Background: an optimization exercise with open tools, aiming at small area. Do not read the settings as production practice.
In this exercise RTL edits were held to simulation tests only and were not proved equivalent to the original.
Power figures rest on the tool's default switching activity, not on a simulated workload. No driver is modelled on the clock port, so clocking that relies on it looks cheaper here than on a real chip.

[flow/run.sh]
#!/bin/bash
# Layout flow: the standard layout (standard.sh) with these changes to how the layout is made:
#  - after the standard synthesis (run unchanged), its combinational logic is re-mapped for area
#    with Yosys/ABC (flow/remap.ys.in, flow/remap.abc); every flip-flop instance is kept as the
#    standard synthesis made it (same names and cell types);
#  - the port buffers that global placement inserts use the smallest buffer cell;
#  - the clock tree uses larger sink clusters and no dummy loads.
# Each tool's whole output goes to a log file of its own in this folder (ORFS steps also keep
# their logs under orfs/logs/).
set -euo pipefail
here=$(pwd)
lib=$FLOW_HOME/platforms/$FLOW_PLATFORM/lib/sky130_fd_sc_hd__tt_025C_1v80.lib
res=$here/orfs/results/$FLOW_PLATFORM/measure_bw/base
yosys_exe=$(command -v yosys || echo "$FLOW_HOME/../tools/install/yosys/bin/yosys")

export BUFFER_PORTS_ARGS="-buffer_cell sky130_fd_sc_hd__buf_1"
export CTS_ARGS="-sink_clustering_enable -repair_clock_nets -sink_clustering_size 26 -sink_clustering_max_diameter 100 -dont_use_dummy_load"

# 1. the standard synthesis
bash standard.sh synth > standard_synth.log 2>&1

# 2. re-map its combinational logic
cp "$res/1_2_yosys.v" "$here/synth_standard.v"
dont_use=$(sed -n '/DONT_USE_CELLS *+=/,/^ *$/p' "$FLOW_HOME/platforms/$FLOW_PLATFORM/config.mk" \
           | grep -o 'sky130_fd_sc_hd__[a-z0-9_]*' | sed 's/^/-dont_use /' | tr '\n' ' ')
printf 'set_driving_cell sky130_fd_sc_hd__buf_1\nset_load 5\n' > "$here/remap.constr"
sed -e "s#@LIB@#$lib#g" -e "s#@IN@#$here/synth_standard.v#" -e "s#@TOP@#$FLOW_TOP#" \
    -e "s#@DONTUSE@#$dont_use#" -e "s#@ABC@#$here/flow/remap.abc#" \
    -e "s#@CONSTR@#$here/remap.constr#" -e "s#@OUT@#$here/synth_remapped.v#" \
    flow/remap.ys.in > "$here/remap.ys"
"$yosys_exe" -s "$here/remap.ys" > remap.log 2>&1
cp "$here/synth_remapped.v" "$res/1_2_yosys.v"
rm -f "$res/1_synth.odb" "$res/1_synth.sdc"

# 3. the rest of the standard layout, from the re-mapped netlist
bash standard.sh > standard.log 2>&1
[flow/remap.abc]
strash
ifraig
scorr
dc2
strash
&get -n
&dch -f
&nf -D 5000
&put
topo
stime -c
[flow/remap.ys.in]
# Re-map the combinational logic of the standard synthesis's netlist for area.
# Flip-flops are kept as they are (same instances, names and cell types).
read_liberty -overwrite -ignore_miss_func @LIB@
blackbox sky130_fd_sc_hd__df* sky130_fd_sc_hd__edf* sky130_fd_sc_hd__sdf* sky130_fd_sc_hd__sedf* sky130_fd_sc_hd__dl* sky130_fd_sc_hd__conb_1 sky130_fd_sc_hd__buf_4
read_verilog @IN@
hierarchy -top @TOP@
flatten
delete t:$scopeinfo
rename -hide w:*.*
opt_clean
abc -liberty @LIB@ @DONTUSE@ -script @ABC@ -constr @CONSTR@ -D 6000
splitnets
opt_clean -purge
hilomap -singleton -hicell sky130_fd_sc_hd__conb_1 HI -locell sky130_fd_sc_hd__conb_1 LO
insbuf -buf sky130_fd_sc_hd__buf_4 A X
opt_clean -purge
read_liberty -lib -overwrite -ignore_miss_func @LIB@
check
stat -liberty @LIB@
write_verilog -noattr -noexpr -nohex -nodec @OUT@
[standard.sh]
#!/bin/bash
# synth_recipe.tcl (not shown) runs the flow's synth.tcl, then flattens the netlist and writes it again
# the make line also repeats each setting of config.mk as NAME=value (left out here)
make -C /OpenROAD-flow-scripts/flow DESIGN_CONFIG=/design/flow/config.mk WORK_HOME=/design/flow/orfs CLKGATE_MAP_FILE= SYNTH_SCRIPT=/design/flow/synth_recipe.tcl "${@:-finish}"
[config.mk]
export PLATFORM = sky130hd
export DESIGN_NAME = measure_bw
export DESIGN_NICKNAME = measure_bw
export VERILOG_FILES = /design/flow/design.v
export SDC_FILE = /design/flow/constraint.sdc
export NUM_CORES = 4
export LEC_CHECK = 0
export CAP_MARGIN = 10
export CORE_MARGIN = 2
export CORE_UTILIZATION = 70
export SLEW_MARGIN = 10
[constraint.sdc]
create_clock -name core_clock -period 8.0 [get_ports {AXI_ACLK}]
set_input_delay 1.6000 -clock core_clock [delete_from_list [all_inputs] [get_ports {AXI_ACLK}]]
set_output_delay 1.6000 -clock core_clock [all_outputs]
set_load 0.01 [all_outputs]
[design.v]
`timescale 1ns / 1ps
module measure_bw#
(
    parameter[63:0] ADDRESS_OFFSET        = 64'h0000_0000,
    parameter       MAX_OUTSTANDING_RREQ  = 8,
    parameter       MAX_OUTSTANDING_WREQ  = 8,
    parameter       AXI_DATA_WIDTH        = 64,
    parameter       AXI_ADDR_WIDTH        = 64
)
(
    input wire  AXI_ACLK, AXI_ARESETN,
    input  wire[6-1 : 0]    S_AXI_AWADDR,   
    input  wire                             S_AXI_AWVALID,  
    output wire                                             S_AXI_AWREADY,
    input  wire[2 : 0]                      S_AXI_AWPROT,
    input  wire[32-1 : 0]    S_AXI_WDATA,      
    input  wire                             S_AXI_WVALID,
    input  wire[(32/8)-1:0]  S_AXI_WSTRB,
    output wire                                             S_AXI_WREADY,
    output  wire[1 : 0]                                     S_AXI_BRESP,
    output  wire                                            S_AXI_BVALID,
    input   wire                            S_AXI_BREADY,
    input  wire[6-1 : 0]    S_AXI_ARADDR,     
    input  wire                             S_AXI_ARVALID,
    input  wire[2 : 0]                      S_AXI_ARPROT,     
    output wire                                             S_AXI_ARREADY,
    output  wire[32-1 : 0]                   S_AXI_RDATA,
    output  wire                                            S_AXI_RVALID,
    output  wire[1 : 0]                                     S_AXI_RRESP,
    input   wire                            S_AXI_RREADY,
    output wire[AXI_ADDR_WIDTH-1 : 0]      M_AXI_ARADDR,     
    output wire                            M_AXI_ARVALID,
    output wire[2:0]                       M_AXI_ARPROT,     
    output wire                            M_AXI_ARLOCK,
    output wire[3:0]                       M_AXI_ARID,
    output wire[7:0]                       M_AXI_ARLEN,
    output wire[2:0]                       M_AXI_ARSIZE,
    output wire[1:0]                       M_AXI_ARBURST,
    output wire[3:0]                       M_AXI_ARCACHE,
    output wire[3:0]                       M_AXI_ARQOS,
    input  wire                                              M_AXI_ARREADY,
    input  wire[AXI_DATA_WIDTH-1 : 0]                        M_AXI_RDATA,
    input  wire                                              M_AXI_RVALID,
    input  wire[1:0]                                         M_AXI_RRESP,
    input  wire                                              M_AXI_RLAST,
    output wire                            M_AXI_RREADY,
    output wire[AXI_ADDR_WIDTH-1:0]        M_AXI_AWADDR,
    output wire                            M_AXI_AWVALID,
    output wire[2:0]                       M_AXI_AWPROT,
    output wire[3:0]                       M_AXI_AWID,
    output wire[7:0]                       M_AXI_AWLEN,
    output wire[2:0]                       M_AXI_AWSIZE,
    output wire[1:0]                       M_AXI_AWBURST,
    output wire                            M_AXI_AWLOCK,
    output wire[3:0]                       M_AXI_AWCACHE,
    output wire[3:0]                       M_AXI_AWQOS,
    input  wire                                              M_AXI_AWREADY,
    output wire[AXI_DATA_WIDTH-1 : 0]      M_AXI_WDATA,
    output wire                            M_AXI_WVALID,
    output wire[(AXI_DATA_WIDTH/8)-1:0]    M_AXI_WSTRB,
    output wire                            M_AXI_WLAST,
    input  wire                                              M_AXI_WREADY,
    input  wire[1:0]                                         M_AXI_BRESP,
    input  wire                                              M_AXI_BVALID,
    output wire                           M_AXI_BREADY
 );
    localparam REG_CTL_STAT = 4'd10;
    reg       wx, wy, wz;
    reg [3:0] s_awaddr;              
    reg [1:0] s_wdata;               
    assign S_AXI_AWREADY = ~(wx | wy | wz);
    assign S_AXI_WREADY  = ~(wx | wy);
    assign S_AXI_BVALID  = wx;
    wire       s_whs    = S_AXI_WVALID & ~wx & ~wy;
    wire       s_wfirst = wy & wz;                         
    wire [3:0] s_wreg   = wz ? s_awaddr : S_AXI_AWADDR[5:2];
    assign S_AXI_BRESP = {(s_awaddr[3] & (s_awaddr[2] | ~s_awaddr[1] | s_awaddr[0])), 1'b0};
    always @(posedge AXI_ACLK) begin
        wz <= AXI_ARESETN & ~wx & ~wy & (wz | S_AXI_AWVALID);
        wy <= AXI_ARESETN & (s_whs | (wy & ~wx) | (wx & ~S_AXI_BREADY));
        wx <= AXI_ARESETN & ((wy & ~wz & ~wx) | (wx & ~S_AXI_BREADY));
        if (S_AXI_AWREADY) s_awaddr <= S_AXI_AWADDR[5:2];
        s_wdata <= S_AXI_WDATA[1:0];
    end
    reg [31:0] raddr_h, raddr_l, waddr_h, waddr_l, blk_size, blk_count;
    reg [31:0] cstart_h, cstart_l;
    reg        cstart_h_ok, cstart_l_ok;
    always @(posedge AXI_ACLK) begin
        if (s_whs) case (s_wreg)
            4'd0: raddr_h   <= S_AXI_WDATA;
            4'd1: raddr_l   <= S_AXI_WDATA;
            4'd2: waddr_h   <= S_AXI_WDATA;
            4'd3: waddr_l   <= S_AXI_WDATA;
            4'd4: blk_size  <= S_AXI_WDATA;
            4'd5: blk_count <= S_AXI_WDATA;
            4'd6: cstart_h  <= S_AXI_WDATA;
            4'd7: cstart_l  <= S_AXI_WDATA;
            default: ;
        endcase
        cstart_h_ok <= AXI_ARESETN & (cstart_h_ok | (s_whs & s_wreg == 4'd6));
        cstart_l_ok <= AXI_ARESETN & (cstart_l_ok | (s_whs & s_wreg == 4'd7));
    end
    reg start_read, start_write;
    reg r_act, b_act;                
    wire rdone, bdone;               
    wire go = AXI_ARESETN & s_wfirst & (s_awaddr == REG_CTL_STAT)
            & ~start_read & ~r_act & ~start_write & ~b_act & (blk_count[19:0] != 0);
    reg [63:0] cycle_counter, elapsed_read_cycles, elapsed_write_cycles;
    reg [31:0] xfer_block_size;
    reg [3:0]  count_lo;             
    wire [63:0] cc_inc;
    mbw_inc #(64) u_cc_inc (.a(cycle_counter), .ci(1'b1), .s(cc_inc));
    wire [63:0] cstart = {cstart_h & {32{cstart_h_ok}}, cstart_l & {32{cstart_l_ok}}};
    always @(posedge AXI_ACLK) begin
        start_read  <= go & s_wdata[0];
        start_write <= go & s_wdata[1];
        cycle_counter <= go ? cstart : cc_inc;
        if (go) begin
            xfer_block_size <= blk_size;
            count_lo        <= blk_count[3:0];
        end
        if (rdone) elapsed_read_cycles  <= cycle_counter;
        if (bdone) elapsed_write_cycles <= cycle_counter;
    end
    wire [7:0] burst_len = xfer_block_size[10:3] - 1'b1;
    reg  [19:0] ar_n, aw_n;
    wire        m_arhs, m_awhs;      
    wire [19:0] ar_inc, aw_inc;
    mbw_inc #(20) u_ar_inc (.a(ar_n), .ci(m_arhs), .s(ar_inc));
    mbw_inc #(20) u_aw_inc (.a(aw_n), .ci(m_awhs), .s(aw_inc));
    wire ar_last = (&ar_inc[19:4]) & (ar_inc[3:0] == count_lo);
    wire aw_last = (&aw_inc[19:4]) & (aw_inc[3:0] == count_lo);
    reg  [63:0] araddr, awaddr;
    wire [32:0] ara_lo = {1'b0, araddr[31:0]} + {1'b0, xfer_block_size};
    wire [32:0] awa_lo = {1'b0, awaddr[31:0]} + {1'b0, xfer_block_size};
    wire [31:0] ara_hi, awa_hi;
    mbw_inc #(32) u_ara_inc (.a(araddr[63:32]), .ci(m_arhs & ara_lo[32]), .s(ara_hi));
    mbw_inc #(32) u_awa_inc (.a(awaddr[63:32]), .ci(m_awhs & awa_lo[32]), .s(awa_hi));
    reg        ar_act;
    reg [3:0]  r_out;                
    assign M_AXI_ARVALID = ar_act & ~r_out[3];
    assign M_AXI_ARADDR  = araddr;
    assign M_AXI_ARID    = ar_n[3:0];
    assign M_AXI_ARLEN   = burst_len;
    assign M_AXI_ARSIZE  = 3'd3;
    assign M_AXI_ARBURST = 2'd1;
    assign M_AXI_ARPROT  = 3'd0;
    assign M_AXI_ARLOCK  = 1'b0;
    assign M_AXI_ARCACHE = 4'd0;
    assign M_AXI_ARQOS   = 4'd0;
    assign M_AXI_RREADY  = r_act;
    assign m_arhs = M_AXI_ARVALID & M_AXI_ARREADY;
    wire m_rlhs = M_AXI_RVALID & M_AXI_RLAST & r_act;
    assign rdone = m_rlhs & ~ar_act & (r_out == 4'd1);
    always @(posedge AXI_ACLK) begin
        ar_act <= AXI_ARESETN & (start_read | (ar_act & ~(m_arhs & ar_last)));
        r_act  <= AXI_ARESETN & (start_read | (r_act & ~rdone));
        if (go) begin
            ar_n   <= {~blk_count[19:4], 4'd0};
            araddr <= {raddr_h, raddr_l};
            r_out  <= 0;
        end else begin
            ar_n          <= ar_inc;
            araddr[63:32] <= ara_hi;
            if (m_arhs) araddr[31:0] <= ara_lo[31:0];
            r_out <= r_out + m_arhs - m_rlhs;
        end
    end
    reg        aw_act, w_act;
    reg [3:0]  wq_out;               
    reg [3:0]  b_out;                
    reg [8:0]  wbeat;                
    reg [31:0] wdata;
    wire [8:0]  wbeat_inc;
    wire [31:0] wdata_inc;
    wire        m_whs;
    mbw_inc #(9)  u_wb_inc (.a(wbeat), .ci(1'b1), .s(wbeat_inc));
    mbw_inc #(32) u_wd_inc (.a(wdata), .ci(m_whs), .s(wdata_inc));
    wire wb_last = (wbeat_inc == xfer_block_size[11:3]);
    assign M_AXI_AWVALID = aw_act & ~b_out[3];
    assign M_AXI_AWADDR  = awaddr;
    assign M_AXI_AWID    = aw_n[3:0];
    assign M_AXI_AWLEN   = burst_len;
    assign M_AXI_AWSIZE  = 3'd3;
    assign M_AXI_AWBURST = 2'd1;
    assign M_AXI_AWPROT  = 3'd0;
    assign M_AXI_AWLOCK  = 1'b0;
    assign M_AXI_AWCACHE = 4'd0;
    assign M_AXI_AWQOS   = 4'd0;
    assign M_AXI_WDATA   = {wdata, {(AXI_DATA_WIDTH-32){1'b0}}};
    assign M_AXI_WVALID  = w_act & (wq_out != 0);
    assign M_AXI_WSTRB   = {(AXI_DATA_WIDTH/8){1'b1}};
    assign M_AXI_WLAST   = wb_last;
    assign M_AXI_BREADY  = b_act;
    assign m_awhs = M_AXI_AWVALID & M_AXI_AWREADY;
    assign m_whs = M_AXI_WVALID & M_AXI_WREADY;
    wire m_wlhs = m_whs & wb_last;
    wire m_bhs  = M_AXI_BVALID & b_act;
    wire wdone  = m_wlhs & ~aw_act & (wq_out == 4'd1);
    assign bdone = m_bhs & ~aw_act & (b_out == 4'd1);
    always @(posedge AXI_ACLK) begin
        aw_act <= AXI_ARESETN & (start_write | (aw_act & ~(m_awhs & aw_last)));
        w_act  <= AXI_ARESETN & (start_write | (w_act & ~wdone));
        b_act  <= AXI_ARESETN & (start_write | (b_act & ~bdone));
        if (go) begin
            aw_n   <= {~blk_count[19:4], 4'd0};
            awaddr <= {waddr_h, waddr_l};
            wq_out <= 0;
            b_out  <= 0;
            wbeat  <= 0;
            wdata  <= 0;
        end else begin
            aw_n          <= aw_inc;
            awaddr[63:32] <= awa_hi;
            if (m_awhs) awaddr[31:0] <= awa_lo[31:0];
            wq_out <= wq_out + m_awhs - m_wlhs;
            b_out  <= b_out  + m_awhs - m_bhs;
            wdata <= wdata_inc;
            if (m_whs) wbeat <= wbeat_inc & {9{~wb_last}};
        end
    end
    reg        ra, rb;
    reg [31:0] s_rdata;
    reg        s_rerr;
    assign S_AXI_ARREADY = ~(ra | rb);
    assign S_AXI_RVALID  = ra & ~rb;
    assign S_AXI_RDATA   = s_rdata;
    assign S_AXI_RRESP   = {s_rerr, 1'b0};
    wire busy_r_next = go & s_wdata[0] | start_read  | (r_act & ~rdone);
    wire busy_w_next = go & s_wdata[1] | start_write | (b_act & ~bdone);
    wire [3:0] ra_reg = S_AXI_ARADDR[5:2];
    wire sel_cc_h = (ra_reg == 4'd6 & rdone) | (ra_reg == 4'd8 & bdone);
    wire sel_cc_l = (ra_reg == 4'd7 & rdone) | (ra_reg == 4'd9 & bdone);
    wire       rd_load = S_AXI_ARREADY & S_AXI_ARVALID;
    wire       rd_hit  = rd_load & (ra_reg <= REG_CTL_STAT);
    wire [31:0] rd_next =
          ({32{~rd_load}} & s_rdata)
        | ({32{rd_hit & ra_reg == 4'd0}} & raddr_h)
        | ({32{rd_hit & ra_reg == 4'd1}} & raddr_l)
        | ({32{rd_hit & ra_reg == 4'd2}} & waddr_h)
        | ({32{rd_hit & ra_reg == 4'd3}} & waddr_l)
        | ({32{rd_hit & ra_reg == 4'd4}} & blk_size)
        | ({32{rd_hit & ra_reg == 4'd5}} & blk_count)
        | ({32{rd_hit & ra_reg == 4'd6 & ~rdone}} & elapsed_read_cycles[63:32])
        | ({32{rd_hit & ra_reg == 4'd7 & ~rdone}} & elapsed_read_cycles[31: 0])
        | ({32{rd_hit & ra_reg == 4'd8 & ~bdone}} & elapsed_write_cycles[63:32])
        | ({32{rd_hit & ra_reg == 4'd9 & ~bdone}} & elapsed_write_cycles[31: 0])
        | ({32{rd_hit & sel_cc_h}} & cycle_counter[63:32])
        | ({32{rd_hit & sel_cc_l}} & cycle_counter[31: 0])
        | ({32{rd_hit & ra_reg == REG_CTL_STAT}} & {30'd0, busy_w_next, busy_r_next})
        | ({32{rd_load & ~rd_hit}} & 32'h0DEC0DE0);
    always @(posedge AXI_ACLK) begin
        rb <= AXI_ARESETN & ~ra & (rb | S_AXI_ARVALID);
        ra <= AXI_ARESETN & (rb | (ra & ~S_AXI_RREADY));
        if (rd_load) s_rerr <= ~rd_hit;
        s_rdata <= rd_next;
    end
endmodule
module mbw_inc #(parameter N = 8)
(
    input  wire [N-1:0] a,
    input  wire         ci,
    output wire [N-1:0] s
);
    localparam NB = (N + 7) / 8;
    wire [NB:0] blk_c;               
    wire [N:0]  c;
    assign blk_c[0] = ci;
    genvar i;
    generate for (i = 0; i < NB; i = i + 1) begin : g_blk
        assign blk_c[i+1] = blk_c[i] & (&a[(8*i+7 < N ? 8*i+7 : N-1) : 8*i]);
    end endgenerate
    generate for (i = 0; i < N; i = i + 1) begin : g_bit
        assign c[i]   = (i % 8 == 0) ? blk_c[i/8] : (a[i-1] & c[i-1]);
        assign s[i]   = a[i] ^ c[i];
    end endgenerate
endmodule
==> results of run 1 <==
==> per-layer routing <==
| layer | track usage, % | up-vias |
|---|---|---|
| met4 | 12.3 | 2 |
| li1 | - | 10900 |
| met3 | 6.57 | 204 |
| met2 | 58.8 | 1707 |
| met5 | 0 | - |
| met1 | 54.9 | 11800 |
==> worst paths after layout <==
check | endpoint | slack [ps] | cells past startpoint
worst min register to register | cycle_counter[33] | 410 | 2
worst min-delay path | cycle_counter[33] | 410 | 2
worst max-delay path | cycle_counter[62] | 680 | 23
worst max register to register | cycle_counter[62] | 680 | 23
==> worst max-delay path, delay by kind of cell, from the launching register on <==
kind	cells	cell delay, ps
AOI/OAI and AO/OA	1	170
DFF	1	480
and+or+nand+nor	22	6570
==> final cells by class <==
class                   instances  area, sq um
clock buffers                  35          876
well taps                     600          751
inverters                      55          211
flip-flops and latches        758        20100
fillers                      2968        10600
multi-input cells            1977        11600
diodes                          1         2.50
repair buffers                316         1330
==> power by group <==
part	leakage, nW	switching (mW)	internal [mW]
Combinational	4.97	0.367	0.228
Clock	0.431	1.14	0.790
Sequential	6.54	0.217	4.36
Total	11.9	1.72	5.38
==> timing repair <==
| item | in CTS | in global routing |
|---|---|---|
| endpoints found under the setup margin | 0 | 1 |
| hold endpoints to repair | 0 | 0 |
| resized for setup | 0 | 1 |
==> per-stage QoR <==
step                utilization [%]  TNS (ps)
floorplan                         -     -2710
global placement               74.8         0
detailed placement             74.8         0
CTS                            76.7         0
global route                   76.7         0
finish                         76.7         0
==> results.toml, run 1 <==
[status]
status = "finished clean"

[routing]
wirelength_microns = 91700
num_vias = 24700
highest_layer = "met5"
met2WireLength_microns = 41500
vias_per_cell = 6.60
drt_iter0_drc = 4065
drt_first_pass_iters = 6
routed-wl-met3_microns = 11700
met1Wirelength_microns = 35600
drc = 0
wl_per_cell_microns = 24.5
ant_nets = 0

[power_and_ir_drop]
p_leak_nw = 11.9
powerDensity_nw_per_um2 = 204
power.total_mw = 7.10
peakVddDrop_v = 0.000241

[final_layout]
fin_area_sq_um = 34800
nets = 3278
layout_common_cells = "edfxtp_1 (489), nand2_1 (337), buf_1 (280), dfxtp_1 (269), o21ai_0 (235)"
syn_to_final_growth_pct = 8.39
drive_gt1_share_pct = 3.06
layout_commonest_cell = "edfxtp_1"
final_cells = 3742

[global_routing]
grt_pass1_vias = 23000
grt_use_total_pct = 37.9
grt_pass1_wl_microns = 135000
grt_max_degree = 93
grt-ovfl-total = 0
grt_antenna_before_repair = 4

[place]
placed_cell_area_sq_um = 33900
pre_cts_ws_ps = 593
placed_cells = 3706
gp_congestion = 0.955
port_buffers = 281
hpwl_microns = 62100

[sta]
worst_pin_slew_ps = 1210
period_minus_slack_ps = 7320
fmax_mhz = 137
final-max-slew-violation-count = 0
hold_viol_final = 0
final-setup-viol-count = 0
slew-limit-headroom_pct = 19.5
worst_slack_ps = 681
grt_setup_unrepaired = "false"
holdWs_ps = 414
finalCritPeriodShare_pct = 91.5
fin_skew_ps = 61.1

[floorplanning]
core-area_sq_um = 45400
die_area_sq_um = 47600
fp.dieW_microns = 218
row_count = 78
io_pins = 440
die_y_microns = 218
initial_core_util_pct = 70.8

[critical_path]
critPathCaptureType = "flip-flop"
cpPeakStageDelay_ps = 560
crit_chain = "and4_1, nand4_1, nor4_1, and4_1, and4_1, and4_1, and4_1, and4_1, and4_1, and4_1, and4_1, and4_1, and4_1, and4_1, and4_1, nand4_1, or4_1, or4_1, nor4_2, nand4_1, nor3_1, nor3_1, a21o_1"
crit_path_top_delay_cell = "or4_1"
cp.arrival_ps = 7820
crit_fanout = 9
cp_data_required_time_ps = 8500
critical_path_class = "flip-flop to flip-flop"
crit_path_start = "cycle_counter[0]"
r2r-start = "cycle_counter[0]"
critPathMostFrequentCell = "and4_1"
startpoint_type = "flip-flop"

[flow_run]
maxCapViolCount = 0

[clocking]
post_cts_buffers = 0
h-tree-depth = 2
numCtsBuffers = 35
clkTransAtPathRegs_ps = 90
cts_buffer_depth = 3
cts_root_buffer = "clkbuf_16"
clock-sinks = 758
cts_hold_buf = 0
clk_latency_ps = 600
cts_tree = "built"

[synthesis]
netlist_instances = 2810
syn_area_sq_um = 32100
syn_avg_cell_area_sq_um = 11.4
ys_warn_count = 1

[min_path]
hp-class = "flip-flop to flip-flop"
holdCritStartpoint = "cstart_h[1]"
==> run 2, diff against run 1 <==
==> flow/remap.abc (replaced) <==
strash
ifraig
scorr
dc2
strash
&get -n
&dch -f
&nf -D 6500
&put
topo
stime -c
==> run 2 against run 1 <==
Still clean; fmax stayed put; register-to-register slack hardly changed; critical path depth stayed put; cell area stayed put; via count stayed put; setup slack stayed put; cell count stayed put; wire length stayed put.
==> results.toml, run 2 <==
[critical_path]
worstReg2RegEnd = "cycle_counter[62]"
crit_chain = "and4_1, nand4_1, nor4_1, and4_1, and4_1, and4_1, and4_1, and4_1, and4_1, and4_1, and4_1, and4_1, and4_1, and4_1, and4_1, nand4_1, or4_1, or4_1, nor4_2, nand4_1, nor3_1, nor3_1, a21o_1"
cpLargestDelayFamily = "simple AND/OR/NAND/NOR gates"
cpPeakStageDelay_ps = 560
startpoint_type = "flip-flop"
reg2reg_depth = 23
crit_fanout = 9
crit_buf_inv = 0
r2r-start = "cycle_counter[0]"
cp.arrival_ps = 7820
crit_path_top_delay_cell = "or4_1"
critical_path_class = "flip-flop to flip-flop"
rrSetupSlack_ps = 680
critPathMostFrequentCell = "and4_1"
cp_data_required_time_ps = 8500
critPathCaptureType = "flip-flop"

[clocking]
cts_resized = 0
cts_buffer_depth = 3
clkTransAtPathRegs_ps = 90
clock-sinks = 758
h-tree-depth = 2
cts_tree = "built"
cts_root_buffer = "clkbuf_16"
clk_latency_ps = 600
post_cts_buffers = 0
numCtsBuffers = 35
cts_hold_buf = 0

[global_routing]
grt_pass1_vias = 23000
grt_use_total_pct = 37.9
grt_max_degree = 93
grt_antenna_before_repair = 4
grt-ovfl-total = 0
grt_pass1_wl_microns = 135000

[routing]
drt_first_pass_iters = 6
wl_per_cell_microns = 24.5
drc = 0
num_vias = 24700
drt_iter0_drc = 4065
wirelength_microns = 91700
ant_nets = 0
vias_per_cell = 6.60

[sta]
final-setup-viol-count = 0
fmax_mhz = 137
worst_slack_ps = 681
worst_pin_slew_ps = 1210
holdWs_ps = 414
period_minus_slack_ps = 7320
hold_viol_final = 0
fin_skew_ps = 61.1
final-max-slew-violation-count = 0
grt_setup_unrepaired = "false"
slew-limit-headroom_pct = 19.5
finalCritPeriodShare_pct = 91.5

[final_layout]
nets = 3278
final_util_pct = 76.7
drive_gt1_share_pct = 3.06
syn_to_final_growth_pct = 8.39
final_cells = 3742
layout_common_cells = "edfxtp_1 (489), nand2_1 (337), buf_1 (280), dfxtp_1 (269), o21ai_0 (235)"
layout_commonest_cell = "edfxtp_1"

[floorplanning]
io_pins = 440
die_y_microns = 218
core-area_sq_um = 45400
fp.dieW_microns = 218
row_count = 78
die_area_sq_um = 47600
initial_core_util_pct = 70.8

[synthesis]
syn_avg_cell_area_sq_um = 11.4
ys_warn_count = 1
netlist_instances = 2810
syn_area_sq_um = 32100

[min_path]
hold_end = "cycle_counter[33]"
hold_path_depth = 2
hp-class = "flip-flop to flip-flop"
holdCritStartpoint = "cstart_h[1]"

[place]
placed_cells = 3706
pre_cts_ws_ps = 593
hpwl_microns = 62100
gp_congestion = 0.955
port_buffers = 281

[power_and_ir_drop]
powerDensity_nw_per_um2 = 204
power.total_mw = 7.10
peakVddDrop_v = 0.000241
p_leak_nw = 11.9

[status]
status = "finished clean"

[flow_run]
maxCapViolCount = 0
## run 2: how the worst max path moves through the flow
| stage | slack, ps | cells after the start | endpoint | from |
|---|---|---|---|---|
| 6_report | 680 | 23 | cycle_counter[62] | cycle_counter[0] |
| 5_1_grt | 160 | 24 | cycle_counter[62] | cycle_counter[0] |
| 4_1_cts | 550 | 23 | cycle_counter[62] | cycle_counter[0] |
| 3_5_place_dp | 590 | 23 | cycle_counter[63] | cycle_counter[0] |
| 3_3_place_gp | 780 | 23 | cycle_counter[62] | cycle_counter[0] |
| 2_1_floorplan | -220 | 6 | aw_n[10] | AXI_ARESETN |
## run 2: final cells by class
class,count,area (sq um)
antenna,1,2.50
clock buffer,35,876
fill,2968,10600
inverter,55,211
multi-input combinational,1977,11600
sequential,758,20100
tap,600,751
timing repair buffer,316,1330
## run 2: where the power goes
part	internal, mW	switching, mW	total, mW
sequential	4.36	0.217	4.58
combinational	0.228	0.367	0.595
clock	0.790	1.14	1.93
total	5.38	1.72	7.10
## run 2: per-stage QoR
step                TNS, ps  cell area (sq um)
floorplan             -2710              32500
global placement          0              33900
detailed placement        0              33900
CTS                       0              34800
global route              0              34800
finish                    0              34800
## run 2: routing by layer
metal	vias up	share of wire (%)	GRT usage (%)
li1	10900	-	-
met1	11800	39	54.9
met2	1707	45	58.8
met3	204	13	6.57
met4	2	3.1	12.3
met5	-	0.014	0
## run 2: worst register-to-register path, delay by kind of cell, from the launching register on
family           cells  cell delay [ps]
AO/OA/AOI/OAI        1              170
flip-flops           1              480
AND/OR/NAND/NOR     22             6580
==> run 3, diff against run 2 <==
==> flow/remap.abc (replaced) <==
strash
ifraig
scorr
dc2
strash
&get -n
&dch -f
&nf -D 4000
&put
topo
stime -c
==> run 3 against run 2 <==
Still clean; wire length unchanged; via count unchanged; clock skew unchanged; critical path type unchanged; largest cell class unchanged; largest power group unchanged.
==> results.toml, run 3 <==
[global_routing]
grt_pass1_wl_microns = 135000
grt_max_degree = 93
grt_pass1_vias = 23000
grt_use_total_pct = 37.9
grt_antenna_before_repair = 4
grt-ovfl-total = 0

[floorplanning]
core-area_sq_um = 45400
fp.dieW_microns = 218
row_count = 78
die_area_sq_um = 47600
io_pins = 440
initial_core_util_pct = 70.8
die_y_microns = 218

[routing]
ant_nets = 0
vias_per_cell = 6.60
drt_iter0_drc = 4065
drc = 0
wirelength_microns = 91700
wl_per_cell_microns = 24.5
drt_first_pass_iters = 6
num_vias = 24700

[critical_path]
critPathMostFrequentCell = "and4_1"
rrSetupSlack_ps = 680
r2r-start = "cycle_counter[0]"
crit_fanout = 9
worstReg2RegEnd = "cycle_counter[62]"
cp_data_required_time_ps = 8500
cpPeakStageDelay_ps = 560
critPathCaptureType = "flip-flop"
startpoint_type = "flip-flop"
reg2reg_depth = 23
cp.arrival_ps = 7820
crit_buf_inv = 0
critical_path_class = "flip-flop to flip-flop"
crit_path_top_delay_cell = "or4_1"
crit_chain = "and4_1, nand4_1, nor4_1, and4_1, and4_1, and4_1, and4_1, and4_1, and4_1, and4_1, and4_1, and4_1, and4_1, and4_1, and4_1, nand4_1, or4_1, or4_1, nor4_2, nand4_1, nor3_1, nor3_1, a21o_1"
cpLargestDelayFamily = "simple AND/OR/NAND/NOR gates"

[clocking]
cts_tree = "built"
clock-sinks = 758
cts_root_buffer = "clkbuf_16"
clkTransAtPathRegs_ps = 90
numCtsBuffers = 35
cts_hold_buf = 0
h-tree-depth = 2
cts_buffer_depth = 3
clk_latency_ps = 600

[sta]
fmax_mhz = 137
final-setup-viol-count = 0
worst_pin_slew_ps = 1210
worst_slack_ps = 681
hold_viol_final = 0
slew-limit-headroom_pct = 19.5
finalCritPeriodShare_pct = 91.5
grt_setup_unrepaired = "false"
period_minus_slack_ps = 7320
fin_skew_ps = 61.1
final-max-slew-violation-count = 0

[power_and_ir_drop]
powerDensity_nw_per_um2 = 204
p_leak_nw = 11.9
power.total_mw = 7.10
peakVddDrop_v = 0.000241

[final_layout]
fin_area_sq_um = 34800
final.fill_count = 2968
drive_gt1_share_pct = 3.06
layout_common_cells = "edfxtp_1 (489), nand2_1 (337), buf_1 (280), dfxtp_1 (269), o21ai_0 (235)"
final_cells = 3742
syn_to_final_growth_pct = 8.39
final_util_pct = 76.7
nets = 3278
layout_commonest_cell = "edfxtp_1"

[place]
gp_congestion = 0.955
pre_cts_ws_ps = 593
placed_cells = 3706
hpwl_microns = 62100
placed_cell_area_sq_um = 33900
port_buffers = 281

[synthesis]
syn_area_sq_um = 32100
ys_warn_count = 1
netlist_instances = 2810
syn_avg_cell_area_sq_um = 11.4

[min_path]
hp-class = "flip-flop to flip-flop"
hold_end = "cycle_counter[33]"
hold_path_depth = 2
holdCritStartpoint = "cstart_h[1]"

[status]
status = "finished clean"

[flow_run]
maxCapViolCount = 0
-- run 3: cell counts in the layout (fill, tap and decap cells not counted) --
Identical to the previous run, type by type.
-- run 3: what timing repair did --
item | 4_1_cts | 5_1_grt
endpoints found under the setup margin | 0 | 1
setup buffers | 0 | 0
gates resized for setup | 0 | 1
-- run 3: layout make-up --
class | count | area (sq um) | area share (%)
flip-flops and latches | 758 | 20100 | 57.6
multi-input cells | 1977 | 11600 | 33.3
repair buffers | 316 | 1330 | 3.82
clock buffers | 35 | 876 | 2.52
well taps | 600 | 751 | 2.16
inverters | 55 | 211 | 0.607
diodes | 1 | 2.50 | 0.00719
-- run 3: power by group --
part	leakage (nW)	switching, mW	internal [mW]
logic	4.97	0.367	0.228
clock network	0.431	1.14	0.790
registers	6.54	0.217	4.36
total	11.9	1.72	5.38
-- run 3: worst register-to-register path: stages, from the launching register on --
cell and delay [ps]:
dfxtp_1 480, and4_1 370, nand4_1 210, nor4_1 370, and4_1 330, and4_1 270
and4_1 260, and4_1 280, and4_1 260, and4_1 290, and4_1 360, and4_1 280
and4_1 260, and4_1 270, and4_1 280, and4_1 290, nand4_1 180, or4_1 540
or4_1 560, nor4_2 370, nand4_1 180, nor3_1 280, nor3_1 90, a21o_1 170
-- run 3: per-layer routing --
metal	wire (microns)	share of wire (%)	track usage, %	vias to the layer above
met5	13	0.014	0	-
met4	2840	3.1	12.3	2
met1	35600	39	54.9	11800
met2	41500	45	58.8	1707
li1	-	-	-	10900
met3	11700	13	6.57	204
-- run 3: worst max-delay path by stage --
stage,from,end,cells past startpoint
after floorplan,AXI_ARESETN,aw_n[10],6
after global placement,cycle_counter[0],cycle_counter[62],23
after detailed placement,cycle_counter[0],cycle_counter[63],23
after CTS,cycle_counter[0],cycle_counter[62],23
after global routing,cycle_counter[0],cycle_counter[62],24
final,cycle_counter[0],cycle_counter[62],23
-- run 3: stage by stage --
stage / TNS (ps) / hold slack, ps
5_1_grt: 0 / 443
3_3_place_gp: 0 / 409
2_1_floorplan: -2710 / 404
3_5_place_dp: 0 / 426
6_report: 0 / 414
4_1_cts: 0 / 421
==> run 4, diff against run 3 <==
==> flow/remap.abc (replaced) <==
strash
ifraig
scorr
dc2
strash
&get -n
&dch -f
&nf -R 1000
&put
topo
stime -c
==> run 4 against run 3 <==
Highest routed layer is now met4; utilization rose by 1.0 points; critical path depth rose by 18; sequential power barely moved; global-route usage rose by 1.3 points; synthesized cell count fell by 1.3%; sequential cell count did not move; count of clock-buffer cells in the layout did not move.
==> results.toml, run 4 <==
[routing]
vias_per_cell = 6.61
wirelength_microns = 94300
wl_per_cell_microns = 25.0
drc = 0
num_vias = 24900
drt_iter0_drc = 3625
ant_nets = 0
drt_first_pass_iters = 8

[clocking]
cts_root_buffer = "clkbuf_16"
numCtsBuffers = 35
clk_latency_ps = 600
h-tree-depth = 2
clock-sinks = 758
cts_buffer_depth = 3
cts_hold_buf = 0
cts_tree = "built"
clkTransAtPathRegs_ps = 100

[power_and_ir_drop]
p_leak_nw = 12.3
powerDensity_nw_per_um2 = 203
peakVddDrop_v = 0.000223

[final_layout]
layout_common_cells = "edfxtp_1 (489), nand2_1 (316), buf_1 (280), dfxtp_1 (269), a21oi_1 (228)"
drive_gt1_share_pct = 5.94
nets = 3301
final_cells = 3766
multi_input_area_sq_um = 11500
final.fill_count = 2994
syn_to_final_growth_pct = 10.2
seq_area_sq_um = 20100
final_util_pct = 77.7
layout_commonest_cell = "edfxtp_1"

[synthesis]
netlist_instances = 2773
syn_avg_cell_area_sq_um = 11.5
syn_area_sq_um = 31900
ys_warn_count = 1

[global_routing]
grt_pass1_wl_microns = 138000
grt-ovfl-total = 0
grt_antenna_before_repair = 2
grt_pass1_vias = 23200
grt_use_total_pct = 39.2
grt_max_degree = 113

[floorplanning]
die_area_sq_um = 47200
row_count = 78
core-area_sq_um = 45200
fp.dieW_microns = 217
io_pins = 440
initial_core_util_pct = 70.5
die_y_microns = 217

[sta]
finalCritPeriodShare_pct = 97.9
hold_viol_final = 0
fmax_mhz = 128
fin_tns_setup_ps = 0
final-setup-viol-count = 0
slew-limit-headroom_pct = 8.37
worst_pin_slew_ps = 1370
worst_slack_ps = 168
fin_skew_ps = 63.2
final-max-slew-violation-count = 0
period_minus_slack_ps = 7830

[place]
hpwl_microns = 62300
pre_cts_ws_ps = 7.12
port_buffers = 281
placed_cells = 3728
gp_congestion = 0.966

[critical_path]
crit_end = "cycle_counter[63]"
reg2reg_depth = 41
critPathCaptureType = "flip-flop"
worstReg2RegEnd = "cycle_counter[63]"
cp.arrival_ps = 8290
critical_path_class = "flip-flop to flip-flop"
rrSetupSlack_ps = 170
startpoint_type = "flip-flop"
crit_fanout = 4
cp_data_required_time_ps = 8460
crit_buf_inv = 0
crit_cells = 41
cpPeakStageDelay_ps = 320
critPathMostFrequentCell = "and2_1"
cpLargestDelayFamily = "simple AND/OR/NAND/NOR gates"
crit_path_top_delay_cell = "dfxtp_1"
crit_path_start = "cycle_counter[2]"
r2r-start = "cycle_counter[2]"

[status]
status = "finished clean"

[flow_run]
maxCapViolCount = 0

[min_path]
hp-class = "flip-flop to flip-flop"
## run 4: layout make-up
type                       instances  share of cell area, %
sequential                       758                   57.1
timing repair buffer             376                   5.04
inverter                          29                  0.324
clock buffer                      35                   2.49
antenna                            2                 0.0142
multi-input combinational       1966                   32.9
tap                              600                   2.14
## run 4: repair_timing
| item | CTS | global route |
|---|---|---|
| gates cloned | 0 | 0 |
| buffers inserted | 0 | 1 |
| setup endpoints to repair | 2 | 23 |
| pin swaps | 1 | 1 |
| resized for setup | 3 | 27 |
## run 4: routing by layer
layer / wire, microns / part of all wire [%] / global-route usage, % / vias to the layer above
li1: - / - / - / 10900
met1: 34200 / 36 / 52.4 / 11900
met2: 44000 / 47 / 63.0 / 1795
met3: 12000 / 13 / 8.48 / 272
met4: 4030 / 4.3 / 15.9 / 0
met5: 0 / 0 / 0 / -
## run 4: where the power goes
part | switching [mW] | internal [mW] | leakage, nW
Combinational | 0.362 | 0.240 | 5.35
Sequential | 0.205 | 4.36 | 6.52
Clock | 1.16 | 0.791 | 0.431
## run 4: worst min path at each step
stage                       startpoint                  to  slack (ps)  depth (start not counted)
after global routing       blk_size[1]  xfer_block_size[1]         450                          0
after CTS                           ra                  rb         450                          1
after global placement              ra                  rb         420                          1
after detailed placement  cstart_l[28]   cycle_counter[28]         430                          1
after floorplan                     ra                  rb         410                          1
final                      blk_size[1]  xfer_block_size[1]         450                          0
## run 4: worst reg2reg max path: cells and delay by family, from the launching register on
family                    cells  cell delay (ps)
xor gates and xnor gates      1              190
AOI/OAI and AO/OA             1               80
and+or+nand+nor              39             7080
DFF                           1              320
## run 4: through the flow
step	hold slack [ps]	total power, mW	instance area, sq um
after CTS	450	7.09	35000
final	448	7.12	35100
after global routing	450	7.30	35100
after floorplan	406	4.97	32200
after global placement	416	5.18	34200
after detailed placement	427	5.22	34200
==> run 5, diff against run 4 <==
--- a/design.v
+++ b/design.v
@@ -72,5 +72,5 @@
     assign S_AXI_WREADY  = ~(wx | wy);
     assign S_AXI_BVALID  = wx;
-    wire       s_whs    = S_AXI_WVALID & ~wx & ~wy;
+    wire       s_whs    = S_AXI_WVALID & ~wx & ~wy & AXI_ARESETN;
     wire       s_wfirst = wy & wz;                         
     wire [3:0] s_wreg   = wz ? s_awaddr : S_AXI_AWADDR[5:2];
@@ -120,6 +120,6 @@
             count_lo        <= blk_count[3:0];
         end
-        if (rdone) elapsed_read_cycles  <= cycle_counter;
-        if (bdone) elapsed_write_cycles <= cycle_counter;
+        if (rdone & AXI_ARESETN) elapsed_read_cycles  <= cycle_counter;
+        if (bdone & AXI_ARESETN) elapsed_write_cycles <= cycle_counter;
     end
     wire [7:0] burst_len = xfer_block_size[10:3] - 1'b1;
@@ -227,31 +227,29 @@
     assign S_AXI_RDATA   = s_rdata;
     assign S_AXI_RRESP   = {s_rerr, 1'b0};
-    wire busy_r_next = go & s_wdata[0] | start_read  | (r_act & ~rdone);
-    wire busy_w_next = go & s_wdata[1] | start_write | (b_act & ~bdone);
-    wire [3:0] ra_reg = S_AXI_ARADDR[5:2];
-    wire sel_cc_h = (ra_reg == 4'd6 & rdone) | (ra_reg == 4'd8 & bdone);
-    wire sel_cc_l = (ra_reg == 4'd7 & rdone) | (ra_reg == 4'd9 & bdone);
+    wire [3:0] ra_reg  = S_AXI_ARADDR[5:2];
     wire       rd_load = S_AXI_ARREADY & S_AXI_ARVALID;
-    wire       rd_hit  = rd_load & (ra_reg <= REG_CTL_STAT);
+    wire       rd_cfg  = rd_load & (ra_reg <= 4'd5);
+    wire       rd_bad  = rd_load & (ra_reg >  REG_CTL_STAT);
+    wire [3:0] ra_res  = ra_reg - 4'd5;
+    reg  [2:0] rd_res;               
     wire [31:0] rd_next =
-          ({32{~rd_load}} & s_rdata)
-        | ({32{rd_hit & ra_reg == 4'd0}} & raddr_h)
-        | ({32{rd_hit & ra_reg == 4'd1}} & raddr_l)
-        | ({32{rd_hit & ra_reg == 4'd2}} & waddr_h)
-        | ({32{rd_hit & ra_reg == 4'd3}} & waddr_l)
-        | ({32{rd_hit & ra_reg == 4'd4}} & blk_size)
-        | ({32{rd_hit & ra_reg == 4'd5}} & blk_count)
-        | ({32{rd_hit & ra_reg == 4'd6 & ~rdone}} & elapsed_read_cycles[63:32])
-        | ({32{rd_hit & ra_reg == 4'd7 & ~rdone}} & elapsed_read_cycles[31: 0])
-        | ({32{rd_hit & ra_reg == 4'd8 & ~bdone}} & elapsed_write_cycles[63:32])
-        | ({32{rd_hit & ra_reg == 4'd9 & ~bdone}} & elapsed_write_cycles[31: 0])
-        | ({32{rd_hit & sel_cc_h}} & cycle_counter[63:32])
-        | ({32{rd_hit & sel_cc_l}} & cycle_counter[31: 0])
-        | ({32{rd_hit & ra_reg == REG_CTL_STAT}} & {30'd0, busy_w_next, busy_r_next})
-        | ({32{rd_load & ~rd_hit}} & 32'h0DEC0DE0);
+          ({32{~rd_load & (rd_res == 3'd0)}} & s_rdata)
+        | ({32{rd_cfg & ra_reg == 4'd0}} & raddr_h)
+        | ({32{rd_cfg & ra_reg == 4'd1}} & raddr_l)
+        | ({32{rd_cfg & ra_reg == 4'd2}} & waddr_h)
+        | ({32{rd_cfg & ra_reg == 4'd3}} & waddr_l)
+        | ({32{rd_cfg & ra_reg == 4'd4}} & blk_size)
+        | ({32{rd_cfg & ra_reg == 4'd5}} & blk_count)
+        | ({32{rd_bad}} & 32'h0DEC0DE0)
+        | ({32{rd_res == 3'd1}} & elapsed_read_cycles[63:32])
+        | ({32{rd_res == 3'd2}} & elapsed_read_cycles[31: 0])
+        | ({32{rd_res == 3'd3}} & elapsed_write_cycles[63:32])
+        | ({32{rd_res == 3'd4}} & elapsed_write_cycles[31: 0])
+        | ({32{rd_res == 3'd5}} & {30'd0, start_write | b_act, start_read | r_act});
     always @(posedge AXI_ACLK) begin
         rb <= AXI_ARESETN & ~ra & (rb | S_AXI_ARVALID);
         ra <= AXI_ARESETN & (rb | (ra & ~S_AXI_RREADY));
-        if (rd_load) s_rerr <= ~rd_hit;
+        rd_res <= (rd_load & ~rd_cfg & ~rd_bad) ? ra_res[2:0] : 3'd0;
+        if (rd_load) s_rerr <= rd_bad;
         s_rdata <= rd_next;
     end
--- a/flow/run.sh
+++ b/flow/run.sh
@@ -15,5 +15,5 @@
 
 export BUFFER_PORTS_ARGS="-buffer_cell sky130_fd_sc_hd__buf_1"
-export CTS_ARGS="-sink_clustering_enable -repair_clock_nets -sink_clustering_size 26 -sink_clustering_max_diameter 100 -dont_use_dummy_load"
+export CTS_ARGS="-sink_clustering_enable -repair_clock_nets -sink_clustering_size 29 -sink_clustering_max_diameter 100 -dont_use_dummy_load"
 
 # 1. the standard synthesis
==> flow/remap.abc (replaced) <==
strash
ifraig
scorr
dc2
strash
&get -n
&dch -f
&nf -D 5000
&put
topo
stime -c
--- a/config.mk
+++ b/config.mk
@@ -8,4 +8,4 @@
 export CAP_MARGIN = 10
 export CORE_MARGIN = 2
-export CORE_UTILIZATION = 70
+export CORE_UTILIZATION = 78
 export SLEW_MARGIN = 10
==> run 5 against run 4 <==
Fmax up 10%; first-iteration DRC count is 20% higher; count of clock-buffer cells in the layout down 5; still clean; setup slack better by 740 ps; non-clock buffer count down 61; combinational power increased by 6.8%; highest routed layer is now met5.
==> results.toml, run 5 <==
[floorplanning]
fp.dieW_microns = 206
io_pins = 440
die_area_sq_um = 42300
row_count = 73
die_y_microns = 206
initial_core_util_pct = 79.5
core-area_sq_um = 39900

[routing]
drc = 0
wl_per_cell_microns = 26.0
drt_iter0_drc = 4355
num_vias = 25200
vias_per_cell = 7.00
drt_first_pass_iters = 10
wirelength_microns = 93500
ant_nets = 0

[final_layout]
final_util_pct = 85.6
layout_common_cells = "edfxtp_1 (489), nand2_1 (324), buf_1 (281), dfxtp_1 (272), nor2_1 (225)"
drive_gt1_share_pct = 2.84
final_cells = 3598
nets = 3205
syn_to_final_growth_pct = 7.59
layout_commonest_cell = "edfxtp_1"

[sta]
slew-limit-headroom_pct = 27.2
final-max-slew-violation-count = 0
hold_viol_final = 0
finalCritPeriodShare_pct = 88.7
worst_slack_ps = 908
fin_tns_setup_ps = 0
grt_setup_unrepaired = "false"
fmax_mhz = 141
final-setup-viol-count = 0
worst_pin_slew_ps = 1080
fin_skew_ps = 59.4
period_minus_slack_ps = 7090

[critical_path]
cpPeakStageDelay_ps = 910
worstReg2RegEnd = "awaddr[63]"
crit_buf_inv = 0
crit_path_top_delay_cell = "a2111oi_1"
crit_chain = "a22oi_1, o31ai_1, maj3_1, maj3_1, a211oi_1, o31ai_1, nand4_1, a2111o_1, a21oi_1, o221ai_1, a2111oi_1, nand4_1, nor4_1, and4_1, nand4_1, xor2_1, a21oi_1"
r2r-start = "xfer_block_size[1]"
rrSetupSlack_ps = 910
cp.arrival_ps = 7620
cpLargestDelayFamily = "compound AO/OA/AOI/OAI gates"
critPathMostFrequentCell = "nand4_1"
startpoint_type = "flip-flop"
cp_data_required_time_ps = 8530
critical_path_class = "flip-flop to flip-flop"
critPathCaptureType = "flip-flop"
crit_fanout = 6
reg2reg_depth = 17

[min_path]
hold_end = "cycle_counter[34]"
hp-class = "flip-flop to flip-flop"
holdCritStartpoint = "cstart_h[2]"
hold_path_depth = 2

[flow_run]
maxCapViolCount = 0

[synthesis]
syn_area_sq_um = 31700
netlist_instances = 2742
syn_avg_cell_area_sq_um = 11.6
ys_warn_count = 1

[power_and_ir_drop]
p_leak_nw = 11.7
powerDensity_nw_per_um2 = 208
peakVddDrop_v = 0.000230
power.total_mw = 7.11

[place]
port_buffers = 281
pre_cts_ws_ps = 1040
placed_cells = 3563
hpwl_microns = 64700
gp_congestion = 0.973

[global_routing]
grt_pass1_wl_microns = 136000
grt-ovfl-total = 0
grt_max_degree = 97
grt_antenna_before_repair = 10
grt_use_total_pct = 43.3
grt_pass1_vias = 23300

[clocking]
clkTransAtPathRegs_ps = 110
cts_resized = 0
cts_buffer_depth = 3
clk_latency_ps = 660
clock-sinks = 761
post_cts_buffers = 0
cts_root_buffer = "clkbuf_16"
h-tree-depth = 1
numCtsBuffers = 30
cts_tree = "built"
cts_hold_buf = 0

[status]
status = "finished clean"
==> run 5: layout make-up <==
| class | count | area (sq um) |
|---|---|---|
| Antenna cell | 5 | 12.5 |
| Inverter | 43 | 166 |
| Timing Repair Buffer | 315 | 1310 |
| Multi-Input combinational cell | 1919 | 11100 |
| Fill cell | 2044 | 5770 |
| Sequential cell | 761 | 20100 |
| Clock buffer | 30 | 751 |
| Tap cell | 525 | 657 |
==> run 5: where the power goes <==
part	internal (mW)	switching [mW]	total, mW
clock	0.673	1.13	1.80
sequential	4.39	0.281	4.67
combinational	0.235	0.408	0.643
==> run 5: worst register-to-register path, delay by kind of cell, from the launching register on <==
| kind | cells | cell delay, ps |
|---|---|---|
| AOI/OAI and AO/OA | 9 | 3480 |
| and+or+nand+nor | 5 | 2210 |
| DFF | 1 | 480 |
| adders and majority gates | 2 | 620 |
| xor gates and xnor gates | 1 | 170 |
==> run 5: metrics by stage <==
| step | hold WS (ps) | instance area (sq um) |
|---|---|---|
| 2_1_floorplan | 406 | 32000 |
| 3_3_place_gp | 414 | 33400 |
| 3_5_place_dp | 423 | 33400 |
| 4_1_cts | 394 | 34100 |
| 5_1_grt | 405 | 34100 |
| 6_report | 390 | 34100 |
==> run 5: per-layer routing <==
| layer | routed length, microns | part of all wire (%) | vias up | GRT usage, % |
|---|---|---|---|---|
| met3 | 16000 | 17 | 395 | 14.0 |
| met2 | 42000 | 45 | 2267 | 66.9 |
| li1 | - | - | 10700 | - |
| met4 | 4560 | 4.9 | 8 | 17.7 |
| met1 | 30800 | 33 | 11800 | 57.3 |
| met5 | 60 | 0.064 | - | 0 |
==> run 5: worst max path at each step <==
stage                     slack [ps]               start  cells after the start         end
after floorplan                  560         AXI_ARESETN                      5    wbeat[8]
after global placement          1260  xfer_block_size[1]                     17  awaddr[63]
after detailed placement        1040  xfer_block_size[1]                     17  awaddr[63]
after CTS                        990  xfer_block_size[1]                     17  awaddr[63]
after global routing             530  xfer_block_size[1]                     17  awaddr[63]
final                            910  xfer_block_size[1]                     17  awaddr[63]
==> run 6, diff against run 5 <==
--- a/flow/run.sh
+++ b/flow/run.sh
@@ -15,5 +15,5 @@
 
 export BUFFER_PORTS_ARGS="-buffer_cell sky130_fd_sc_hd__buf_1"
-export CTS_ARGS="-sink_clustering_enable -repair_clock_nets -sink_clustering_size 29 -sink_clustering_max_diameter 100 -dont_use_dummy_load"
+export CTS_ARGS="-sink_clustering_enable -repair_clock_nets -sink_clustering_size 27 -sink_clustering_max_diameter 100 -dont_use_dummy_load"
 
 # 1. the standard synthesis
==> flow/remap.abc (replaced) <==
strash
ifraig
scorr
dc2
strash
&get -n
&dch -f
&nf -D 5000
&put
strash
ifraig
dc2
strash
&get -n
&dch -f
&nf -D 5000
&put
topo
stime -c
--- a/config.mk
+++ b/config.mk
@@ -8,4 +8,4 @@
 export CAP_MARGIN = 10
 export CORE_MARGIN = 2
-export CORE_UTILIZATION = 78
+export CORE_UTILIZATION = 75
 export SLEW_MARGIN = 10
==> run 6 against run 5 <==
Still clean; count of clock-buffer cells in the layout increased by 4; register-to-register slack worse by 550 ps; first-iteration DRC count shrank 4.6%; cell area is 0.29% lower; clock skew increased by 2.4 ps; global-route usage is 1.6 points lower; cell count shrank 1.1%; sequential power decreased by 1%; total power fell by 0.66%; largest power group unchanged.
==> results.toml, run 6 <==
[critical_path]
critical_path_class = "flip-flop to flip-flop"
crit_buf_inv = 2
cp_data_required_time_ps = 8490
cp.arrival_ps = 8130
crit_fanout = 6
crit_path_top_delay_cell = "a211oi_2"
startpoint_type = "flip-flop"
critPathCaptureType = "flip-flop"
cpPeakStageDelay_ps = 500
cpLargestDelayFamily = "compound AO/OA/AOI/OAI gates"
critPathMostFrequentCell = "maj3_1"

[routing]
ant_nets = 0
drt_first_pass_iters = 9
wirelength_microns = 92200
drt_iter0_drc = 4154
met2WireLength_microns = 42500
vias_per_cell = 6.84
routed-wl-met3_microns = 13400
met1Wirelength_microns = 31600
wl_per_cell_microns = 25.9
num_vias = 24400
drc = 0
highest_layer = "met4"

[status]
status = "finished clean"

[final_layout]
num_antenna_cells = 0
syn_to_final_growth_pct = 8.51
final_util_pct = 82.8
nets = 3164
layout_commonest_cell = "edfxtp_1"
layout_common_cells = "edfxtp_1 (489), nand2_1 (309), buf_1 (281), dfxtp_1 (272), o21ai_0 (213)"
drive_gt1_share_pct = 3.70

[clocking]
cts_hold_buf = 0
clkTransAtPathRegs_ps = 110
cts_buffer_depth = 3
clk_latency_ps = 600
cts_root_buffer = "clkbuf_16"
cts_tree = "built"
clock-sinks = 761
numCtsBuffers = 34
h-tree-depth = 2

[sta]
final-max-slew-violation-count = 0
hold_viol_final = 0
grt_setup_unrepaired = "false"
period_minus_slack_ps = 7640
final-setup-viol-count = 0
holdWs_ps = 451
slew-limit-headroom_pct = 18.0
fmax_mhz = 131
finalCritPeriodShare_pct = 95.5
worst_pin_slew_ps = 1230
fin_skew_ps = 61.8

[place]
port_buffers = 281
gp_congestion = 0.934
hpwl_microns = 60600

[global_routing]
grt_use_total_pct = 41.7
grt_pass1_vias = 23400
grt_pass1_wl_microns = 136000
grt_max_degree = 105
grt_antenna_before_repair = 1
grt-ovfl-total = 0

[min_path]
hp-class = "flip-flop to flip-flop"

[floorplanning]
io_pins = 440
core-area_sq_um = 41100
row_count = 74
initial_core_util_pct = 76.3
fp.dieW_microns = 209
die_area_sq_um = 43500
die_y_microns = 209

[power_and_ir_drop]
p_leak_nw = 11.7
peakVddDrop_v = 0.000176
powerDensity_nw_per_um2 = 208

[synthesis]
syn_avg_cell_area_sq_um = 11.7
syn_area_sq_um = 31400
ys_warn_count = 1
netlist_instances = 2688

[flow_run]
maxCapViolCount = 0
==> run 6: what timing repair did <==
item | in CTS | in global routing
pin swaps | 0 | 2
resized for setup | 2 | 8
endpoints found under the setup margin | 4 | 8
buffers inserted | 0 | 1
==> run 6: cell type report <==
class	instances	area (sq um)
Sequential cell	761	20100
Inverter	31	121
Fill cell	2380	7060
Timing Repair Buffer	324	1380
Tap cell	532	666
Multi-Input combinational cell	1877	10900
Clock buffer	34	851
==> run 6: power breakdown <==
| part | internal, mW | total [mW] | switching (mW) |
|---|---|---|---|
| Sequential | 4.38 | 4.60 | 0.223 |
| Clock | 0.769 | 1.92 | 1.15 |
| Combinational | 0.210 | 0.546 | 0.335 |
==> run 6: layer usage <==
| layer | up-vias | GRT usage [%] |
|---|---|---|
| met4 | 0 | 19.6 |
| li1 | 10500 | - |
| met1 | 11500 | 55.6 |
| met5 | - | 0 |
| met2 | 1963 | 65.6 |
| met3 | 318 | 10.1 |
==> run 6: worst paths after layout <==
path                      start          end  slack, ps  depth (start not counted)
min reg2reg          s_wdata[1]  start_write        450                          1
min                  s_wdata[1]  start_write        450                          1
max          xfer_block_size[1]   awaddr[62]        360                         25
max reg2reg  xfer_block_size[1]   awaddr[62]        360                         25
==> run 6: stage by stage <==
| stage | std cells | setup slack (ps) | total power, mW | setup TNS [ps] | area (sq um) |
|---|---|---|---|---|---|
| floorplan | 2762 | 931 | 4.96 | 0 | 31700 |
| global placement | 3524 | 62.1 | 5.15 | 0 | 33100 |
| global route | 3559 | 21.6 | 7.23 | 0 | 34000 |
| CTS | 3558 | 92.1 | 7.03 | 0 | 34000 |
| finish | 3559 | 358 | 7.07 | 0 | 34000 |
| detailed placement | 3524 | -184 | 5.20 | -546 | 33100 |
==> run 7, diff against run 6 <==
--- a/flow/run.sh
+++ b/flow/run.sh
@@ -15,5 +15,5 @@
 
 export BUFFER_PORTS_ARGS="-buffer_cell sky130_fd_sc_hd__buf_1"
-export CTS_ARGS="-sink_clustering_enable -repair_clock_nets -sink_clustering_size 27 -sink_clustering_max_diameter 100 -dont_use_dummy_load"
+export CTS_ARGS="-sink_clustering_enable -repair_clock_nets -sink_clustering_size 26 -sink_clustering_max_diameter 100 -dont_use_dummy_load"
 
 # 1. the standard synthesis
==> flow/remap.abc (replaced) <==
strash
ifraig
scorr
dc2
strash
&get -n
&dch -f
&nf -D 5000
&put
topo
stime -c
--- a/config.mk
+++ b/config.mk
@@ -8,4 +8,4 @@
 export CAP_MARGIN = 10
 export CORE_MARGIN = 2
-export CORE_UTILIZATION = 75
+export CORE_UTILIZATION = 70
 export SLEW_MARGIN = 10
==> run 7 against run 6 <==
Global-route usage down 3.9 points; via count decreased by 1.2%; setup slack improved by 830 ps; clock power about the same; register-to-register slack better by 830 ps; critical path depth down 7; sequential cell count unchanged; non-clock buffer count is 8 lower; largest power group unchanged; first-iteration DRC count down 0.94%; cell count rose by 3.2%; highest routed layer is now met5; die area grew 8.2%; wire length down 2.1%.
==> results.toml, run 7 <==
[status]
status = "finished clean"

[final_layout]
layout_common_cells = "edfxtp_1 (489), nand2_1 (324), buf_1 (281), dfxtp_1 (272), nor2_1 (225)"
num_antenna_cells = 0
multi_input_area_sq_um = 11100
seq_area_sq_um = 20100
drive_gt1_share_pct = 3.03
final.fill_count = 3018
final_cells = 3674
nets = 3211
syn_to_final_growth_pct = 8.31
layout_commonest_cell = "edfxtp_1"

[floorplanning]
io_pins = 440
die_y_microns = 217
row_count = 78
initial_core_util_pct = 70.4
core-area_sq_um = 45100
die_area_sq_um = 47100
fp.dieW_microns = 217

[power_and_ir_drop]
p_clk_share_pct = 26.9
p_switching_mw = 1.79
peakVddDrop_v = 0.000202
p_leak_nw = 11.7
internal_power_mw = 5.42
powerDensity_nw_per_um2 = 210
pwr-share-seq_pct = 64.7
netSwitchingFraction_pct = 24.9
comb_power_share_pct = 8.5

[routing]
wirelength_microns = 90200
wl_per_cell_microns = 24.6
drc = 0
ant_nets = 0
drt_first_pass_iters = 6
num_vias = 24100
drt_iter0_drc = 4115
vias_per_cell = 6.55

[global_routing]
grt_pass1_wl_microns = 133000
grtUsageMet1_pct = 54.7
grt_antenna_before_repair = 5
grt.busiest_layer = "met2"
grt-ovfl-total = 0
use_met3_pct = 7.76
grt_use_total_pct = 37.9
grt_pass1_vias = 22200
use_met2_pct = 57.4
grt_max_degree = 80

[sta]
fmax_mhz = 147
hold_viol_final = 0
grt_setup_unrepaired = "false"
slew-limit-headroom_pct = 21.3
fin_skew_ps = 54.6
final-max-slew-violation-count = 0
worst_pin_slew_ps = 1180
period_minus_slack_ps = 6810
fin_tns_setup_ps = 0
finalCritPeriodShare_pct = 85.2
final-setup-viol-count = 0

[clocking]
post_cts_buffers = 0
cts_hold_buf = 0
clk_latency_ps = 600
cts_resized = 0
h-tree-depth = 2
clock-sinks = 761
cts_tree = "built"
numCtsBuffers = 35
cts_root_buffer = "clkbuf_16"
cts_buffer_depth = 3
clkTransAtPathRegs_ps = 100

[place]
placed_cells = 3639
port_buffers = 281
hpwl_microns = 62000
gp_congestion = 0.948

[critical_path]
crit_path_start = "xfer_block_size[1]"
crit_end = "awaddr[63]"
cp_data_required_time_ps = 8420
critical_path_class = "flip-flop to flip-flop"
crit_fanout = 6
reg2reg_depth = 18
rrSetupSlack_ps = 1190
cp.arrival_ps = 7230
worstReg2RegEnd = "awaddr[63]"
r2r-start = "xfer_block_size[1]"
critPathCaptureType = "flip-flop"
startpoint_type = "flip-flop"

[synthesis]
syn_area_sq_um = 31700
ys_warn_count = 1
syn_avg_cell_area_sq_um = 11.6
netlist_instances = 2742

[flow_run]
maxCapViolCount = 0

[min_path]
hp-class = "flip-flop to flip-flop"
==> run 7: power by group through the flow <==
| stage | Combinational, mW | Sequential [mW] | Clock, mW |
|---|---|---|---|
| finish | 0.610 | 4.66 | 1.94 |
| global route | 0.668 | 4.68 | 2.06 |
| CTS | 0.598 | 4.64 | 1.95 |
| detailed placement | 0.590 | 4.73 | 0 |
| global placement | 0.566 | 4.72 | 0 |
| floorplan | 0.370 | 4.66 | 0 |
==> run 7: layer usage <==
layer | share of wire, % | vias to the layer above
met3 | 13 | 199
met5 | 0.011 | -
met2 | 44 | 1640
li1 | - | 10700
met1 | 39 | 11500
met4 | 3.8 | 2
==> run 7: layout make-up <==
class	count	area share (%)
Clock buffer	35	2.55
Inverter	43	0.484
Multi-Input combinational cell	1919	32.4
Sequential cell	761	58.6
Tap cell	600	2.18
Timing Repair Buffer	316	3.83
==> run 7: worst max-delay path: stages, from the launching register on <==
cell and delay (ps):
edfxtp_1 470, a22oi_1 140, o31ai_1 430, maj3_1 320, maj3_1 320, a211oi_1 130
o31ai_1 590, nand4_1 290, a2111o_1 490, a21oi_1 370, o221ai_1 400, a2111oi_1 450
buf_4 200, nand4_1 280, nor4_1 840, and4_1 430, nand4_1 190, xor2_1 190
a21oi_1 100
==> run 7: worst min path at each step <==
stage / startpoint / endpoint / cells after the start
global route: s_wdata[1] / start_write / 1
global placement: s_wdata[0] / start_read / 1
detailed placement: s_wdata[1] / start_write / 1
floorplan: ra / rb / 1
CTS: s_wdata[1] / start_write / 1
finish: s_wdata[1] / start_write / 1
==> run 7: metrics by stage <==
stage               area, sq um  util, %  worst slack, ps  hold slack, ps  power (mW)
detailed placement        33500     74.3             1370             416        5.32
CTS                       34400     76.2             1330             368        7.19
global route              34400     76.2              801             380        7.41
global placement          33500     74.3             1560             412        5.28
floorplan                 32000        -              556             406        5.03
finish                    34400     76.2             1190             365        7.21

afterwards: timing with drivers on the ports:
Ports are ideal in the flow. The routed layouts listed here were re-timed in OpenROAD. Step 1: set_driving_cell puts a clkbuf_16 on AXI_ACLK and a buf_2 on each other input, an assumption about the parent block. Step 2 adds t to the input delays and takes it off the output delays; t is the mean of the earliest and latest rising clock arrival at the registers after step 1. Input paths then give back, and output paths get back, about the clock's delay inside the block. Three values: ideal ports, drivers, drivers and shift; two values: the first two.
run	shift t [ns]	slack for setup (ns)	clock arrival spread, ns	worst register clock-pin slew, ns
run 1	0.633	0.681 / 0.681 / 0.681	0.065 / 0.064	0.11 / 0.11
run 2	0.633	0.681 / 0.681 / 0.681	0.065 / 0.064	0.11 / 0.11
run 3	0.633	0.681 / 0.681 / 0.681	0.065 / 0.064	0.11 / 0.11
run 4	0.625	0.168 / 0.168 / 0.168	0.063 / 0.063	0.11 / 0.11
run 5	0.692	0.908 / 0.908 / 0.908	0.063 / 0.064	0.12 / 0.12
run 6	0.627	0.358 / 0.358 / 0.358	0.062 / 0.061	0.11 / 0.11
run 7	0.631	1.188 / 1.188 / 1.188	0.054 / 0.055	0.11 / 0.11
After both steps every run listed still meets setup and hold.
